This design comes from an exercise in tuning for small area and a short achievable clock period on the open sky130 flow, not from production work.
No functional check of the RTL was part of any run shown here.
No activity file was given, so power comes from the tool's default toggle rates.

<file path="flow/design.v">
module ALU(
    input  [31:0] X,
    input  [31:0] R,
    input  [1:0]  amt_hi,
    input         CIN,
    input  [3:0]  Op,
    output [31:0] Out,
    output        Z, C, V
);
    wire add   = (Op[3:1] == 3'b000);
    wire fsub  = (Op[3:1] == 3'b001);
    wire rsub  = (Op[3:1] == 3'b010);
    wire arith = add | fsub | rsub;
    wire cin   = rsub ? ~(Op[0] & CIN) : (add | fsub) & Op[0] & CIN;
    wire vg = fsub | (Op == 4'b0110) | (Op == 4'b0111);
    wire vp = add | rsub | (Op == 4'b0111) | (Op == 4'b1000) | (Op == 4'b1010);
    wire vk = fsub | (Op == 4'b1001) | (Op == 4'b1011) | (Op == 4'b1100);
    wire [31:0] r3 = amt_hi[0] ? {R[7:0],   R[31:8]}   : R;
    wire [31:0] Y  = amt_hi[1] ? {r3[15:0], r3[31:16]} : r3;
    wire [31:0] p  = X ^ Y;
    wire [31:0] g  = X & Y;
    wire [31:0] gk = g & {32{arith}};
    wire [31:0] G0 = {gk[31:1], gk[0] | (p[0] & cin)};
    wire [31:0] P0 = p;
    wire [31:0] G1, P1, G2, P2, G3, P3, G4, P4, G5, P5;
    genvar i;
    generate for (i = 0; i < 32; i = i + 1) begin : g_pf
        if (i & 1) begin
            assign G1[i] = G0[i] | (P0[i] & G0[i - 1]);
            assign P1[i] = P0[i] & P0[i - 1];
        end else begin
            assign G1[i] = G0[i]; assign P1[i] = P0[i];
        end
        if (i & 2) begin
            assign G2[i] = G1[i] | (P1[i] & G1[(i & ~1) - 1]);
            assign P2[i] = P1[i] & P1[(i & ~1) - 1];
        end else begin
            assign G2[i] = G1[i]; assign P2[i] = P1[i];
        end
        if (i & 4) begin
            assign G3[i] = G2[i] | (P2[i] & G2[(i & ~3) - 1]);
            assign P3[i] = P2[i] & P2[(i & ~3) - 1];
        end else begin
            assign G3[i] = G2[i]; assign P3[i] = P2[i];
        end
        if (i & 8) begin
            assign G4[i] = G3[i] | (P3[i] & G3[(i & ~7) - 1]);
            assign P4[i] = P3[i] & P3[(i & ~7) - 1];
        end else begin
            assign G4[i] = G3[i]; assign P4[i] = P3[i];
        end
        if (i & 16) begin
            assign G5[i] = G4[i] | (P4[i] & G4[(i & ~15) - 1]);
            assign P5[i] = P4[i] & P4[(i & ~15) - 1];
        end else begin
            assign G5[i] = G4[i]; assign P5[i] = P4[i];
        end
    end endgenerate
    wire [31:0] c    = {G5[30:0], cin};
    wire        cout = G5[31];
    wire        pall = P5[31];
    wire wg = vg ^ vk, wp = vp ^ vk;
    wire [31:0] L    = {32{vk}} ^ ((g & {32{wg}}) | (p & {32{wp}}));
    assign Out = L ^ c;
    assign Z = ~|Out;
    assign C = add ? cout : (fsub | rsub) & cout & ~pall;
    assign V = arith & (c[31] ^ cout);
endmodule
module ShifterSignExtender(
    input  [31:0] Rm,
    input  [11:0] I,
    input  [1:0]  AM,
    input         en,
    output [31:0] R,         
    output [1:0]  amt_hi     
);
    wire        am_sh = AM[1] & AM[0];
    wire [4:0]  sh    = I[11:7];
    wire [1:0]  ty    = I[6:5];
    wire        lsl   = am_sh & ~ty[1] & ~ty[0];
    wire        rsh   = am_sh & (ty[1] ^ ty[0]);
    wire        fill  = en & am_sh & ty[1] & ~ty[0] & Rm[31];
    wire [31:0] ge = 32'hFFFF_FFFF << sh;      
    wire [31:0] keep;
    genvar i;
    generate for (i = 0; i < 32; i = i + 1) begin : g_keep
        assign keep[i] = en & ~(rsh & ~ge[i]) & ~(lsl & ~ge[31 - i]);
    end endgenerate
    wire [31:0] sel;
    assign sel[7:0]   = AM[0] ? Rm[7:0] : I[7:0];
    assign sel[11:8]  = AM[0] ? Rm[11:8] : (I[11:8] & {4{AM[1]}});
    assign sel[31:12] = Rm[31:12] & {20{AM[0]}};
    wire [31:0] s = (sel & keep) | ({32{fill}} & ~keep);
    wire [4:0] nsh = 5'd0 - sh;
    wire [4:0] amt;
    assign amt[0]   = am_sh & sh[0];
    assign amt[4:1] = am_sh ? (lsl ? nsh[4:1] : sh[4:1])
                            : (I[11:8] & {4{~AM[0] & ~AM[1]}});
    wire [31:0] r0 = amt[0] ? {s[0],     s[31:1]}   : s;
    wire [31:0] r1 = amt[1] ? {r0[1:0],  r0[31:2]}  : r0;
    assign R       = amt[2] ? {r1[3:0],  r1[31:4]}  : r1;
    assign amt_hi  = amt[4:3];
endmodule
module ex_datapath(
    input  wire        CLK,
    input  wire [31:0] A,
    input  wire [31:0] Rm,
    input  wire [11:0] I,
    input  wire [1:0]  AM,
    input  wire        CIN,
    input  wire [3:0]  Op,
    output reg  [31:0] Out,
    output reg         Z,
    output wire        N,
    output reg         C,
    output reg         V
);
    wire invA = (Op[3:1] == 3'b001) | (Op[3:1] == 3'b010) | (Op == 4'b1100);
    wire zA   = (Op[3:1] == 3'b101) | (Op[3:2] == 2'b11 & Op[1:0] != 2'b00);
    wire enB  = (Op != 4'b1001);
    wire [31:0] sh_r;
    wire [1:0]  sh_amt_hi;
    ShifterSignExtender shifter(.Rm(Rm), .I(I), .AM(AM), .en(enB),
        .R(sh_r), .amt_hi(sh_amt_hi));
    reg [31:0] x_q, r_q;
    reg [1:0]  amt_q;
    reg        cin_q;
    reg [3:0]  op_q;
    always @(posedge CLK) begin
        x_q   <= (A & {32{~zA}}) ^ {32{invA}};
        r_q   <= sh_r;
        amt_q <= sh_amt_hi;
        cin_q <= CIN;
        op_q  <= Op;
    end
    wire [31:0] alu_out;
    wire        alu_z, alu_c, alu_v;
    ALU alu(.X(x_q), .R(r_q), .amt_hi(amt_q), .CIN(cin_q), .Op(op_q),
            .Out(alu_out), .Z(alu_z), .C(alu_c), .V(alu_v));
    always @(posedge CLK) begin
        Out <= alu_out;
        Z   <= alu_z;
        C   <= alu_c;
        V   <= alu_v;
    end
    assign N = Out[31];
endmodule
</file>
<file path="flow/flow/run.sh">
#!/bin/bash
set -euo pipefail
MARGIN=5
export BUFFER_PORTS_ARGS="-buffer_cell sky130_fd_sc_hd__buf_1"
sed "s|\"\${@:-finish}\"|SETUP_SLACK_MARGIN=${MARGIN} \"\${@:-finish}\"|" standard.sh > standard_margin.sh
grep -q "SETUP_SLACK_MARGIN=${MARGIN}" standard_margin.sh
bash standard_margin.sh > flow_make.log 2>&1
</file>
<file path="flow/standard.sh">
#!/bin/bash
# synth_recipe.tcl (not shown) runs the flow's synth.tcl, then flattens the netlist and writes it again
# the make line also repeats each setting of config.mk as NAME=value (left out here)
make -C /OpenROAD-flow-scripts/flow DESIGN_CONFIG=/design/flow/config.mk WORK_HOME=/design/flow/orfs CLKGATE_MAP_FILE= SYNTH_SCRIPT=/design/flow/synth_recipe.tcl "${@:-finish}"
</file>
<file path="flow/config.mk">
export PLATFORM = sky130hd
export DESIGN_NAME = ex_datapath
export DESIGN_NICKNAME = ex_datapath
export VERILOG_FILES = /design/flow/design.v
export SDC_FILE = /design/flow/constraint.sdc
export NUM_CORES = 4
export LEC_CHECK = 0
export CAP_MARGIN = 20
export CORE_MARGIN = 2
export CORE_UTILIZATION = 40
export SLEW_MARGIN = 20
</file>
<file path="flow/constraint.sdc">
create_clock -name core_clock -period 9.0 [get_ports {CLK}]
set_input_delay 1.8000 -clock core_clock [delete_from_list [all_inputs] [get_ports {CLK}]]
set_output_delay 1.8000 -clock core_clock [all_outputs]
set_load 0.01 [all_outputs]
</file>
==> summary.txt, run 1 <==
Starting Density 0.404; vias in the first global route 8,088; post-synth top area cell dfxtp_1; crit path max-delay cell type or4b_4; # rows 55; peak supply drop 0.103 mV; DR iter-0 viols 981; TritonCTS Buffers 9; final worst path period share 0.444; leakage power 4.02 nW; TNS Setup 0 ns; commonest cells in the netlist nand2_1, nor2_1, dfxtp_1; post-synth design cell area 0.00910 mm2; most frequent cell after synthesis nand2_1; TritonCTS sink count 106; Least-Margin Pin Slew 0.972 ns; # hold bufs at CTS 0; Hold Path Class reg2reg; Critical R2R Capture Z$_DFF_P_; Distinct cells, synth 87; port bufs 119; Synth Area in XOR/XNOR 0.0645; WHS Path Cells 3; crit end category flop; sequential area share after synthesis 0.233; Yosys top cell area share 0.233; H-tree lvl count 3; largest family of logic cells by synthesized area compound AO/OA/AOI/OAI gates; r2r startpoint amt_q[0]$_DFF_P_; hold path startpoint x_q[31]$_DFF_P_; drt wl/cell 19.7 um; CP Cell Sequence buf_4 > mux4_2 > ha_4 > nand3_1 > nor2_4 > a21oi_4 > o2111a_2 > o31ai_4 > nor2_1 > or4_1 > or4b_4 > nor4b_2; flop2flop setup slack 5.00 ns; clk_skew 0.00811 ns; nets 1,302; antenna cells 0; outcome timing/DRC/antenna clean; post-synthesis cell count 1,096; hold_ws 0.798 ns; cell area power density 197 mW/mm2; critical path class reg2reg; top post-synthesis cells by area dfxtp_1, mux2i_1, mux4_2, ha_1, xor2_1; Min Clock Period, post-route 4.00 ns; simple-gate area share of the yosys netlist 0.154; antenna violations before repair 0; vias per cell 6.05; Fmax 250 MHz; type of origin of the critical path flop; P&R area growth vs syn 19.1%; Antenna Nets Post-Route 0; I/O pins 120; CP Data Required Time 9.29 ns; CTS max path bufs 2; Async S/R FF share, synth 0; First-pass DRT Iterations 5; mux share of post-synthesis cell area 0.189; Post-DP HPWL 19,900 um; hold path endpoint V$_DFF_P_; reg2reg path depth 12; Finished Cell Area 0.0108 mm2; FILL cells 2,138; Die Span Y 155 um; clock latency on the worst-skew pair 0.37 ns; Max-cap violations 0; TritonCTS clock tree done; Primary FF master, synth dfxtp_1; gr usage total 0.232; global route total overflow 0; share of layout cells above drive strength 1 0.185; Adder-Cell Fraction of Synth Area 0.0495; Syn Nets 1,216; mean post-synth cell area 8.30 um2; setup repair after global routing missed its margin yes; #FFs+latches synth 106; Die Wd 155 um; clk root buf clkbuf_16; WP data arrival 4.28 ns; Synth Area in Compound Gates 0.254; synth warn 1; GPL Wtd Cong 0.922; Max Fanout on Critical Path 7; Final Hold Fails 0; Crit path largest cell delay 0.58 ns; max_slew headroom 0.352; first-pass GRT wire length 44,400 um; Clock transition at path regs 0.07 ns; vias 8,901; Setup-failing EPs final 0; Core Area 0.0225 mm2; Total Wirelength 29,000 um; EDFF count, synth 0; placed cell areas 0.00958 mm2; area of the die 0.0240 mm2; largest net degree at the start of global routing 77; max-slew violation count 0; # DRC 0
[state kept, by name (all words and copies together), names as in the netlist]
signal,count
C,1
Out,32
V,1
Z,1
amt_q,2
cin_q,1
op_q,4
r_q,32
x_q,32
[worst max-delay path by stage]
stage	from	to	slack (ns)	depth (start not counted)
final	amt_q[0]$_DFF_P_	Z$_DFF_P_	5.00	12
after global routing	amt_q[0]$_DFF_P_	Z$_DFF_P_	4.86	14
after CTS	amt_q[1]$_DFF_P_	Z$_DFF_P_	4.93	13
after detailed placement	amt_q[0]$_DFF_P_	Z$_DFF_P_	3.97	12
after global placement	amt_q[0]$_DFF_P_	Z$_DFF_P_	4.04	12
after floorplan	amt_q[1]$_DFF_P_	Z$_DFF_P_	4.91	15
[metrics by stage]
step                cells   util  worst slack (ns)  total power [mW]
global route         1471  0.481              4.86              2.26
CTS                  1442  0.462              4.93              2.05
detailed placement   1408  0.426              3.97              1.58
floorplan            1096      -              4.91              1.34
finish               1471  0.481              5.00              2.13
global placement     1408  0.426              4.04              1.57
[critical path, delay by kind of cell, from the launching register on]
kind	cells	cell delay (ns)
AO/OA/AOI/OAI	3	0.70
flip-flops	1	0.42
AND/OR/NAND/NOR	6	1.75
buffers and inverters	1	0.15
multiplexers	1	0.56
adder cells (fa/ha/maj)	1	0.33
[report_power, final]
group          total [mW]  internal, mW  switching [mW]
sequential          0.645         0.581          0.0640
clock               0.370         0.187           0.183
combinational        1.11         0.503           0.610
[layout make-up]
| class | count | area [um2] | share of cell area |
|---|---|---|---|
| Timing Repair Buffer | 176 | 978 | 0.0904 |
| Multi-Input combinational cell | 871 | 7030 | 0.649 |
| Clock buffer | 9 | 225 | 0.0208 |
| Clock inverter | 6 | 43.8 | 0.00404 |
| Inverter | 18 | 67.6 | 0.00624 |
| Sequential cell | 106 | 2130 | 0.197 |
| Tap cell | 285 | 357 | 0.0329 |
[logic make-up (layout without fill, tap and decap cells)]
group                    after synthesis  count (layout)
XOR/XNOR                              67              67
AO/OA/AOI/OAI                        327             327
buffers and inverters                122             209
AND/OR/NAND/NOR                      309             312
flip-flops                           106             106
multiplexers                         129             129
adder cells (fa/ha/maj)               36              36
[per-layer routing]
metal	GRT usage	wire length, um	vias up
met5	0	0	-
met4	0.110	1230	0
met3	0.0294	2100	63
met2	0.367	13200	404
met1	0.316	12400	4170
li1	-	-	4264
[what timing repair did]
action / in CTS / in global routing
endpoints found under the setup margin: 37 / 33
cloned: 1 / 3
pin swaps: 9 / 27
resized for setup: 68 / 46
setup buffers: 18 / 26
[layout by cell type, fill, tap and decap left out, drive strengths merged, types with 5 or more instances in the layout]
cell type  count
buf          168
nand2        114
nor2         107
dfxtp        106
mux2i         84
o21ai         73
a21oi         71
xor2          50
ha            36
mux4          32
a221oi        28
a22oi         26
o32a          21
inv           19
xnor2         17
nand3         17
nor3          16
a21o          15
clkbuf        15
mux2          13
o22ai         10
a31oi          9
nor2b          9
nand2b         9
a211oi         9
o31ai          9
o221ai         8
and2           7
o311ai         6
and3           5
or3            5
==> run 2: changes to the inputs <==
--- a/flow/flow/run.sh
+++ b/flow/flow/run.sh
@@ -1,5 +1,5 @@
 #!/bin/bash
 set -euo pipefail
-MARGIN=5
+MARGIN=6
 export BUFFER_PORTS_ARGS="-buffer_cell sky130_fd_sc_hd__buf_1"
 sed "s|\"\${@:-finish}\"|SETUP_SLACK_MARGIN=${MARGIN} \"\${@:-finish}\"|" standard.sh > standard_margin.sh
==> run 2 against run 1 <==
Against the previous run:
- hold slack better by 0.010 ns
- clock power up 4%
- die area unchanged
- wire length up 18%
- clock skew up 0.0020 ns
- maximum frequency down 0.18%
- final area up 20%
- register-to-register slack about the same
- first-iteration DRC count down 3.5%
- sequential power up 1%
- cell count up 5.0%
- largest cell class unchanged
- largest power group unchanged
- highest routed layer unchanged
==> summary.txt, run 2 <==
CP Data Required Time 9.29 ns (about the same); Primary FF master, synth dfxtp_1 (unchanged); vias per cell 6.30 (was 6.05); post-synthesis cell count 1,096 (unchanged); Crit path max-delay family simple AND/OR/NAND/NOR gates (unchanged); share of layout cells above drive strength 1 0.356 (was 0.185); H-tree lvl count 3 (unchanged); Psw 0.954 mW (was 0.858 mW); crit path max-delay cell type or4b_4 (unchanged); global route total overflow 0 (unchanged); Crit path largest cell delay 0.57 ns (was 0.58 ns); #FFs+latches synth 106 (unchanged); port bufs 119 (unchanged); Fmax 250 MHz (about the same); final worst path period share 0.445 (was 0.444); EDFF count, synth 0 (unchanged); type of origin of the critical path flop (unchanged); Die Span Y 155 um (unchanged); Layout Utilization 0.577 (was 0.481); clock latency on the worst-skew pair 0.37 ns (about the same); Syn Nets 1,216 (unchanged); GPL Wtd Cong 0.907 (was 0.922); nets 1,375 (was 1,302); post-synth design cell area 0.00910 mm2 (unchanged); max-slew violation count 0 (unchanged); WP data arrival 4.30 ns (was 4.28 ns); Synth Area in Compound Gates 0.254 (unchanged); # rows 55 (unchanged); top post-synthesis cells by area dfxtp_1, mux2i_1, mux4_2, ha_1, xor2_1 (unchanged); FILL cells 1,810 (was 2,138); synth warn 1 (unchanged); switching share of power 0.406 (was 0.403); largest net degree at the start of global routing 77 (unchanged); Max-cap violations 0 (unchanged); most frequent cell after synthesis nand2_1 (unchanged); TritonCTS sink count 106 (unchanged); mux share of post-synthesis cell area 0.189 (unchanged); Antenna Nets Post-Route 0 (unchanged); CTS max path bufs 2 (unchanged); sequential area share after synthesis 0.233 (unchanged); vias 9,732 (was 8,901); Regs by FF count Out x32, r_q x32, x_q x32 (unchanged); Finished Cell Area 0.0130 mm2 (was 0.0108 mm2); P&R area growth vs syn 42.8% (was 19.1%); Hold Path Class reg2reg (unchanged); leakage power 4.79 nW (was 4.02 nW); Post-DP HPWL 20,400 um (was 19,900 um); Synth Area in XOR/XNOR 0.0645 (unchanged); commonest cells in the netlist nand2_1, nor2_1, dfxtp_1 (unchanged); most frequent cells in the layout buf_1, nand2_1, dfxtp_1 (was nand2_1, buf_1, nor2_1); Total Wirelength 34,200 um (was 29,000 um); Final Hold Fails 0 (unchanged); Core Area 0.0225 mm2 (unchanged); I/O pins 120 (unchanged); Comb pwr share 0.558 (was 0.523); # DRC 0 (unchanged); gr usage total 0.264 (was 0.232); worst setup margin 5.00 ns (about the same); mean post-synth cell area 8.30 um2 (unchanged); antenna cells 0 (unchanged); Setup-failing EPs final 0 (unchanged); First-pass DRT Iterations 5 (unchanged); clk_skew 0.0101 ns (was 0.00811 ns); drt wl/cell 22.1 um (was 19.7 um); TNS Setup 0 ns (unchanged); cell area power density 181 mW/mm2 (was 197 mW/mm2); CP bufs+invs 2 (was 1); max_slew headroom 0.469 (was 0.352); largest family of logic cells by synthesized area compound AO/OA/AOI/OAI gates (unchanged); # hold bufs at CTS 0 (unchanged); Cell Int Power 1.39 mW (was 1.27 mW); commonest non-fill, non-tap cell in the layout buf_1 (was nand2_1); Yosys top cell area share 0.233 (unchanged); first-pass GRT wire length 50,100 um (was 44,400 um); part of the power in registers 0.278 (was 0.303); TritonCTS Buffers 9 (unchanged); Min Clock Period, post-route 4.00 ns (about the same); Placed Cells 1,410 (was 1,408); clock power share 0.165 (was 0.174); TritonCTS clock tree done (unchanged); clk root buf clkbuf_16 (unchanged); placed cell areas 0.00992 mm2 (was 0.00958 mm2); simple-gate area share of the yosys netlist 0.154 (unchanged); Async S/R FF share, synth 0 (unchanged); Starting Density 0.404 (unchanged); vias in the first global route 9,030 (was 8,088); hold_ws 0.809 ns (was 0.798 ns); overall power 2.35 mW (was 2.13 mW); crit end category flop (unchanged); CP Cell Sequence buf_6 > buf_16 > mux4_2 > ha_4 > nand4_1 > or2_4 > o21ai_4 > a32o_2 > a22oi_2 > xnor2_2 > or4_1 > or4b_4 > nor4b_4 (was buf_4 > mux4_2 > ha_4 > nand3_1 > nor2_4 > a21oi_4 > o2111a_2 > o31ai_4 > nor2_1 > or4_1 > or4b_4 > nor4b_2); Die Wd 155 um (unchanged); Post-Layout Cell Count 1,545 (was 1,471); area of the die 0.0240 mm2 (unchanged); DP Worst Slack 4.25 ns (was 3.97 ns); DR iter-0 viols 947 (was 981); setup repair after global routing missed its margin yes (unchanged); Adder-Cell Fraction of Synth Area 0.0495 (unchanged); antenna violations before repair 0 (unchanged); post-synth top area cell dfxtp_1 (unchanged); Max Fanout on Critical Path 6 (was 7); Clock transition at path regs 0.07 ns (about the same); critical path class reg2reg (unchanged); Distinct cells, synth 87 (unchanged); peak supply drop 0.0977 mV (was 0.103 mV); outcome timing/DRC/antenna clean (unchanged); Least-Margin Pin Slew 0.796 ns (was 0.972 ns)
[run 2: cell types whose count changed in the layout (fill, tap and decap cells not counted), sizes merged]
cell / previous run / this run
a22o: 4 / 5
buf: 168 / 242
bufbuf: 1 / 3
clkbuf: 15 / 12
clkdlybuf4s15: 1 / 0
clkinvlp: 3 / 2
dlymetal6s2s: 0 / 1
or4b: 4 / 5
[run 2: tightest hold or removal path: stages (launching register included)]
cell     delay (ns)
dfxtp_1        0.38
ha_4           0.18
nand2_1        0.06
o21ai_2        0.06
xnor2_1        0.07
[run 2: final timing paths]
check	start	to	slack, ns	cells past startpoint
hold / removal	x_q[24]$_DFF_P_	Out[25]$_DFF_P_	0.81	4
setup / recovery	amt_q[0]$_DFF_P_	Z$_DFF_P_	5.00	13
hold reg to reg	x_q[24]$_DFF_P_	Out[25]$_DFF_P_	0.81	4
setup reg to reg	amt_q[0]$_DFF_P_	Z$_DFF_P_	5.00	13
[run 2: per-layer routing]
| layer | GRT usage | wire length, um | vias to the layer above |
|---|---|---|---|
| met5 | 0 | 0 | - |
| met4 | 0.115 | 1610 | 0 |
| met2 | 0.446 | 16400 | 528 |
| li1 | - | - | 4418 |
| met3 | 0.0443 | 2520 | 112 |
| met1 | 0.334 | 13600 | 4674 |
[run 2: kinds of logic (layout without fill, tap and decap cells)]
group / Yosys count / after routing
buffers and inverters: 122 / 281
adder cells (fa/ha/maj): 36 / 36
flip-flops: 106 / 106
XOR/XNOR: 67 / 67
multiplexers: 129 / 129
AND/OR/NAND/NOR: 309 / 313
AO/OA/AOI/OAI: 327 / 328
[run 2: final cells by class]
class / count / area (um2) / share of cell area
clock inverter: 5 / 37.5 / 0.00289
timing repair buffer: 247 / 1860 / 0.143
clock buffer: 11 / 253 / 0.0195
sequential: 106 / 2130 / 0.164
tap: 285 / 357 / 0.0275
inverter: 18 / 72.6 / 0.00559
multi-input combinational: 873 / 8280 / 0.637
[run 2: timing repair]
item / CTS / global route
setup buffers: 74 / 35
pin swaps: 75 / 63
hold endpoints to repair: 0 / 0
endpoints found under the setup margin: 97 / 50
gates resized for setup: 247 / 121
gates cloned: 10 / 0
[run 2: power groups by stage]
stage | combinational [mW] | sequential, mW | clock, mW
after CTS | 1.18 | 0.650 | 0.393
after global placement | 0.946 | 0.658 | 0
after detailed placement | 0.957 | 0.658 | 0
after global routing | 1.40 | 0.660 | 0.410
after floorplan | 0.725 | 0.661 | 0
final | 1.31 | 0.652 | 0.386

what the ideal ports hide:
The flow's constraints put no driver on any port. The routed layouts listed below were extracted and timed again, unchanged, in two steps.
Step 1, drivers: a clkbuf_16 drives CLK and a buf_2 each remaining input, both assumed.
Step 2 times the ports against the registers' clock, not the clock port: input delays grow and output delays shrink by t, the midpoint of the rising clock arrivals with the driver on.
a / b / c = ideal ports / drivers / drivers and shift; a / b = the first two.
run	shift t [ns]	slack for setup (ns)	worst hold slack (ns)	worst data-port slew with drivers (ns)
run 1	0.406	5.003 / 5.003 / 4.731	0.798 / 0.798 / 0.798	0.06
run 2	0.413	4.996 / 4.996 / 4.844	0.809 / 0.809 / 0.809	0.07
After both steps every run listed still meets setup and hold. The setup slack of run 1, which loses most, moves by 0.000 ns with the drivers and by -0.272 ns with both steps.
